This design comes from an exercise in tuning for small area, a short achievable clock period and few clock cycles per item on the open sky130 flow, not from production work. Function was not checked in any run shown here: the RTL went through the layout flow alone.

==> flow/design.v (outline; a module is shown in full before it is edited, if it fits) <==
// module logarithm: 1669 lines
// module log_fa: 4 lines
// module log_xor: 3 lines
// module log_maj: 3 lines
// module log_a22oi: 3 lines
// module log_and: 3 lines
// module log_nand: 3 lines
// module log_nor: 3 lines
// module log_inv: 3 lines
// module log_aoi21: 3 lines
// module log_oai21: 3 lines
// module log_xnor: 3 lines
// module log_or: 3 lines
module logarithm #(
	parameter n = 16,
	parameter m = 24,
	parameter k = 5 ,
	parameter p = 24
) (
	input        clk  ,  
	input        reset,  
	input        start,
	input  [0:n] x    ,
	output [1:p] y    ,
	output       done
);
  // ...
==> flow/flow/run.sh <==
#!/bin/bash
# Standard layout, with the smallest buffer on the ports instead of the
# delay buffer that buffer_ports picks by default.
set -e
export BUFFER_PORTS_ARGS="-buffer_cell sky130_fd_sc_hd__buf_1"
bash standard.sh finish > standard_flow.log 2>&1
==> flow/standard.sh <==
#!/bin/bash
# synth_recipe.tcl (not shown) runs the flow's synth.tcl, then flattens the netlist and writes it again
# the make line also repeats each setting of config.mk as NAME=value (left out here)
make -C /OpenROAD-flow-scripts/flow DESIGN_CONFIG=/design/flow/config.mk WORK_HOME=/design/flow/orfs CLKGATE_MAP_FILE= SYNTH_SCRIPT=/design/flow/synth_recipe.tcl "${@:-finish}"
==> flow/config.mk <==
export PLATFORM = sky130hd
export DESIGN_NAME = logarithm
export DESIGN_NICKNAME = logarithm
export VERILOG_FILES = /design/flow/design.v
export SDC_FILE = /design/flow/constraint.sdc
export NUM_CORES = 4
export LEC_CHECK = 0
export CAP_MARGIN = 20
export CORE_MARGIN = 2
export CORE_UTILIZATION = 40
export SETUP_SLACK_MARGIN = 4.0
export SLEW_MARGIN = 60
export SYNTH_HIERARCHICAL = 1
export SYNTH_MINIMUM_KEEP_SIZE = 0
==> flow/constraint.sdc <==
create_clock -name core_clock -period 9.0 [get_ports {clk}]
set_input_delay 1.8000 -clock core_clock [delete_from_list [all_inputs] [get_ports {clk}]]
set_output_delay 1.8000 -clock core_clock [all_outputs]
set_load 0.01 [all_outputs]
==> notes.md, run 1 <==
status finished clean; fin crit period 5.031 ns; HP Class reg -> reg; GR peak layer met2; port buffer count between 40 and 50; Slew @ Worst Pin 0.5540 ns; Rel. slew slack 0.6299; Reg area ~1200 sq um; GR Util All Layers 0.2439; compound-cell area share of the yosys netlist 0.1312; cell type with the largest total area after synthesis fa_1; Yosys top cell area share 0.3636; Final setup violation count 0; Synth Warn # 7; Avg Inst Size Synth 8.315 sq um; flops & latches, synth between 40 and 50; TritonCTS clock tree yes; Post-CTS Setup Repair Bufs 6; Post-Synthesis Cells 1384; Layout Utilization 0.4711; critical path's slowest cell a2111oi_0; Post-Synth Simple-Gate Area 0.2405; top cell types by occurrence after synthesis 388 x nand2_1, 209 x fa_1, 94 x nor2_1; Rows 62; worst-path fanout max 31; GP Congestion 0.9367; skew final 0.01073 ns; Multi-input gate area roughly 10000 sq um; fraction of area in multi-input gates 0.7382; Post-Place Cells 1764; fin cells 1830; first-pass GRT wire length 57640 um; commonest non-fill, non-tap cells in the layout 383 x nand2_1, 202 x fa_1, 87 x nor2_1, 86 x inv_1, 86 x xor2_1
==> run 2: changes to the inputs <==
--- a/flow/design.v
+++ b/flow/design.v
@@ -1593,45 +1593,22 @@
 	wire ge14 = f >= 24'd13992335;
 	wire ge15 = f >= 24'd15354619;
 	wire tb0 = ge8;
 	wire tb1 = (tb0 ? ge12 : ge4);
 	wire tb2 = (tb0 ? (tb1 ? ge14 : ge10) : (tb1 ? ge6 : ge2));
 	wire tb3 = (tb0 ? (tb1 ? (tb2 ? ge15 : ge13) : (tb2 ? ge11 : ge9)) : (tb1 ? (tb2 ? ge7 : ge5) : (tb2 ? ge3 : ge1)));
 	wire [3:0] tbits = {tb0, tb1, tb2, tb3};
 	reg  [20:0] sr;          
-	wire        dn = sr[20];
-	wire        sh = ~dn & b;      
-	wire        sk = ~dn & ~b;     
-	wire        hd = dn & ~start;  
-	wire [23:0] fh;
-	log_and u_hold0 (hd, f[0], fh[0]);
-	log_and u_hold1 (hd, f[1], fh[1]);
-	log_and u_hold2 (hd, f[2], fh[2]);
-	log_and u_hold3 (hd, f[3], fh[3]);
-	log_and u_hold4 (hd, f[4], fh[4]);
-	log_and u_hold5 (hd, f[5], fh[5]);
-	log_and u_hold6 (hd, f[6], fh[6]);
-	log_and u_hold7 (hd, f[7], fh[7]);
-	log_and u_hold8 (hd, f[8], fh[8]);
-	log_and u_hold9 (hd, f[9], fh[9]);
-	log_and u_hold10 (hd, f[10], fh[10]);
-	log_and u_hold11 (hd, f[11], fh[11]);
-	log_and u_hold12 (hd, f[12], fh[12]);
-	log_and u_hold13 (hd, f[13], fh[13]);
-	log_and u_hold14 (hd, f[14], fh[14]);
-	log_and u_hold15 (hd, f[15], fh[15]);
-	log_and u_hold16 (hd, f[16], fh[16]);
-	log_and u_hold17 (hd, f[17], fh[17]);
-	log_and u_hold18 (hd, f[18], fh[18]);
-	log_and u_hold19 (hd, f[19], fh[19]);
-	log_and u_hold20 (hd, f[20], fh[20]);
-	log_and u_hold21 (hd, f[21], fh[21]);
-	log_and u_hold22 (hd, f[22], fh[22]);
-	log_and u_hold23 (hd, f[23], fh[23]);
+	reg  [3:0] q;           
+	reg         dn;          
+	wire        last = sr[20] & ~dn;
+	wire        ld = dn;
+	wire        sh = ~ld & b;    
+	wire        sk = ~ld & ~b;   
 	wire [23:0] fs;              
 	log_a22oi u_sel0 (sh, s[1], sk, s[0], fs[0]);
 	log_a22oi u_sel1 (sh, s[2], sk, s[1], fs[1]);
 	log_a22oi u_sel2 (sh, s[3], sk, s[2], fs[2]);
 	log_a22oi u_sel3 (sh, s[4], sk, s[3], fs[3]);
 	log_a22oi u_sel4 (sh, s[5], sk, s[4], fs[4]);
 	log_a22oi u_sel5 (sh, s[6], sk, s[5], fs[5]);
 	log_a22oi u_sel6 (sh, s[7], sk, s[6], fs[6]);
@@ -1648,29 +1625,31 @@
 	log_a22oi u_sel17 (sh, s[18], sk, s[17], fs[17]);
 	log_a22oi u_sel18 (sh, s[19], sk, s[18], fs[18]);
 	log_a22oi u_sel19 (sh, s[20], sk, s[19], fs[19]);
 	log_a22oi u_sel20 (sh, s[21], sk, s[20], fs[20]);
 	log_a22oi u_sel21 (sh, s[22], sk, s[21], fs[21]);
 	log_a22oi u_sel22 (sh, s[23], sk, s[22], fs[22]);
 	log_a22oi u_sel23 (sh, s[25], sk, s[23], fs[23]);
 	always @(posedge clk)
-		f <= ~fs | fh | ({24{start & x[0]}} & {x[1:n], {(m-n){1'b0}}});
+		f <= ~fs | ({24{ld & x[0]}} & {x[1:n], {(m-n){1'b0}}});
 	always @(posedge clk or negedge reset) begin
 		if (~reset)
-			sr[20] <= 1'b1;
-		else if (start | ~dn)
-			sr[20] <= start ? 1'b0 : sr[19];
+			dn <= 1'b1;
+		else if (start | last)
+			dn <= ~start;
 	end
 	always @(posedge clk) begin
-		if (start | ~dn)
-			sr[19:0] <= start ? 20'd1 : {sr[18:0], b};
+		if (start | (~dn & ~last))
+			sr <= start ? 21'd1 : {sr[19:0], b};
+		if (last)
+			q <= tbits;
 	end
 	assign done = dn;
-	assign y    = {sr[19:0], tbits};
+	assign y    = {sr[19:0], q};
 endmodule
 module log_fa (input a, input b, input c, output s, output co);
 	assign s  = a ^ b ^ c;
 	assign co = (a & b) | (a & c) | (b & c);
 endmodule
 module log_xor (input a, input b, output y);
 	assign y = a ^ b;
 endmodule
==> flow/config.mk (replaced) <==
export PLATFORM = sky130hd
export DESIGN_NAME = logarithm
export DESIGN_NICKNAME = logarithm
export VERILOG_FILES = /design/flow/design.v
export SDC_FILE = /design/flow/constraint.sdc
export NUM_CORES = 4
export LEC_CHECK = 0
export CAP_MARGIN = 20
export CORE_MARGIN = 2
export CORE_UTILIZATION = 40
export CTS_BUF_LIST = sky130_fd_sc_hd__clkbuf_4 sky130_fd_sc_hd__clkbuf_8
export SETUP_SLACK_MARGIN = 3.8
export SLEW_MARGIN = 60
export SYNTH_HIERARCHICAL = 1
export SYNTH_MINIMUM_KEEP_SIZE = 0
==> run 2 against run 1 <==
Net effect:
- synthesized cell count is 0.29% lower
- fmax rose by 1.7%
- non-clock buffer count down 57
- highest routed layer unchanged
- register-to-register slack worse by 0.03 ns
- sequential cell count up 5
- core utilization is 4.3 points lower
- wire length shrank 18%
- design area shrank 9.4%
- worst hold slack improved by 0.053 ns
- global-route usage fell by 2.2 points
==> notes.md, run 2 <==
status finished clean; leading registers by flop count f (24), sr (21), q (4); CTS H-Tree Depth 2; Initial Utilization 0.4033; initial antenna violation count 0; HPWL Detailed about 24000 um; Post-Place Cells 1743 (-1.2%); port buffer count 44 (unchanged); met3 Use GR 0.03553; Max Freq between 200 and 250 MHz; max cap viols 0; Antenna diodes 0; final number of hold-violating endpoints 0; vias in the first global route 9765; fill cell count 2862; die height between 150 and 200 um; DR vias 9501; Final nets roughly 1.6k; Rows 62 (unchanged); Post-Syn Area 11480 sq um; first-pass GRT wire length 52930 um (-8.2%); post-synth cell types 58; Core Area 28470 sq um; pin count of the biggest net entering global routing 38; Final TNS setup 0 ns; later-pin clock latency in the skew report 0.33 ns; Sink Count 50; number of synthesized flops with an enable pin 25; M2 GR Usage 0.3652; GR Util All Layers 0.2217 (-0.02218); CP startpoint kind flip-flop; HP Class reg -> reg; Biggest register f; max reg flops 24; RSZ-0062 raised after global routing yes; Slew @ Worst Pin 0.5249 ns (-0.02910 ns); CTS max path bufs 2; Routed WL per cell between 15 and 20 um; top cell types by occurrence after synthesis 397 x nand2_1, 209 x fa_1, 98 x nor2_1; Slew Viols, Final 0; cts bufs inserted 5; main area contributors after synthesis fa_1 36%, nand2_1 13%, xor2_1 7.0%, edfxtp_1 6.5%, dfxtp_1 4.2%; fin cells 1752 (-4.3%); DR pass1 iterations 5; fin crit period 4.947 ns (-0.08388 ns); layout cells sized above 1 0.1133; routed wire length 32460 um; skew final 0.008414 ns (-0.002321 ns); Final setup violation count 0 (unchanged); crit share post-route 0.5497; flops & latches, synth 50 (+11%); cell type with the largest total area after synthesis fa_1; Yosys top cell area share 0.3644 (+0.0008321); Async S/R FF share, synth 0.02000; Post-Synthesis Cells 1380 (-0.29%); WS Path Type reg -> reg; GR peak layer met2; I/O pins 45; CTS root buf clkbuf_8; Die ar. approximately 30000 sq um; most frequent cell after synthesis nand2_1; Post-CTS Hold Buffers 0; vias per inst 5.423; Synth Flop Type edfxtp_1; Worst Path Arrival between 5 and 6 ns; Die Width about 170 um; commonest non-fill, non-tap cells in the layout 396 x nand2_1, 209 x fa_1, 95 x inv_1, 92 x nor2_1, 90 x xor2_1; GP Congestion 0.8933 (-4.6%); Rel. slew slack 0.6410 (+0.01106); Worst Path Required 9.28 ns; TritonCTS clock tree yes; GRT met1 Usage 0.3011; remaining antenna violation count 0; Synth Warn # 7 (unchanged); DRT iter0 DRCs 826; CP Capture Type flip-flop; Area growth syn-to-layout 6.147%; worst-path fanout max 30 (-3.2%); # DRC 0; Remaining Overflow, GRT 0; commonest non-fill, non-tap cell in the layout nand2_1; clk slew on worst S/H paths 0.10 ns; register area share after synthesis 0.1095; Avg Inst Size Synth 8.320 sq um (about the same); Layout Utilization 0.4281 (-0.04306)
## run 2: cell types whose count changed after synthesis, moves of 10 or more
cell and change:
buf_2 -16, buf_4 +14, nand2b_1 -10, buf_1 -14, clkbuf_1 +34, nand3b_1 -17
and2_1 -25
## run 2: area by class of cell
type                       instances  area [sq um]  area share
multi-input combinational       1140          9523      0.7814
sequential                        50          1265      0.1038
tap                              384         480.5     0.03943
timing repair buffer              73         440.4     0.03614
inverter                          97         364.1     0.02988
clock buffer                       5         68.82    0.005647
clock inverter                     3         45.04    0.003696
## run 2: metal layers
metal  vias up  routed length [um]
li1       4358                   -
met1      4701               13980
met2       369               15240
met3        73                2244
met4         0                 999
met5         -                   0
## run 2: repair_timing
| item | 4_1_cts | 5_1_grt |
|---|---|---|
| resized for setup | 2 | 22 |
| setup endpoints to repair | 17 | 17 |
| setup buffers | 0 | 1 |
| pin swaps | 0 | 1 |
| endpoints found under the hold margin | 0 | 0 |
## run 2: kinds of logic (layout without fill, tap and decap cells)
logic type      Yosys count  count (layout)  synth area share
simple gates            584             584            0.2091
flops                    50              50            0.1095
xor+xnor                115             115           0.08773
buf+inv                 195             178           0.07040
other cells               1               6         0.0003266
fa+ha+maj               231             231            0.3860
compound gates          204             204            0.1369
## run 2: worst paths after layout
path,start,endpoint,slack (ns),cells past startpoint
setup / recovery,f[16],f[10],4.05,17
hold / removal,sr[15],sr[16],0.57,1
setup reg to reg,f[16],f[10],4.05,17
hold reg to reg,sr[15],sr[16],0.57,1
max in group asynchronous,reset,dn,7.60,1
min in group asynchronous,reset,dn,1.38,1
## run 2: worst max-delay path, cell delays in order, from the launching register on
cell and delay (ns):
dfxtp_1 0.32, buf_4 0.36, nand2_1 0.14, fa_1 0.62, fa_1 0.45, fa_1 0.53, fa_1 0.43, nand2_1 0.11
nand2_1 0.08, o21ai_1 0.44, a21oi_4 0.18, o21ai_1 0.26, a21oi_4 0.08, buf_4 0.18, o21ai_1 0.23, xor2_2 0.27
a22oi_2 0.11, nand2_1 0.07
## run 2: stage by stage
step                setup slack (ns)  area (sq um)  hold WS, ns
floorplan                      3.855         11510       0.4962
detailed placement             3.536         11960       0.5300
global placement               3.511         11920       0.5413
CTS                            3.834         12080       0.5701
finish                         4.053         12190       0.5694
global route                   3.794         12190       0.5897
## run 2: modules after synthesis, one instance, submodules excluded, a selection
module | cell area, sq um | copies in the design
log_a22oi | 12.51 | 24
log_inv | 3.754 | 53
log_maj | 11.26 | 22
log_nand | 3.754 | 83
log_nor | 3.754 | 78
log_oai21 | 5.005 | 52
log_xnor | 8.758 | 22
log_xor | 8.758 | 69
logarithm | 4330 | 1

## afterwards: timing with drivers on the ports
In the flow no input, the clock included, has a driving cell. The finished layouts below were timed again as built, in two steps. Step 1: set_driving_cell puts a clkbuf_16 on clk and a buf_2 on each other input, an assumption about the parent block. Step 2 adds t to the input delays and takes it off the output delays; t is the mean of the earliest and latest rising clock arrival at the registers after step 1. Input paths then give back, and output paths get back, about the clock's delay inside the block. Three values: no drivers, after step 1, after step 2; two values: the first two.
run	t (ns)	slack for setup (ns)	hold slack, ns	cell pins on the clock port's net
run 1	0.347	3.969 / 3.927 / 4.080	0.516 / 0.516 / 0.516	1
run 2	0.365	4.053 / 4.053 / 4.053	0.569 / 0.569 / 0.569	1
After both steps every run listed still meets setup and hold.
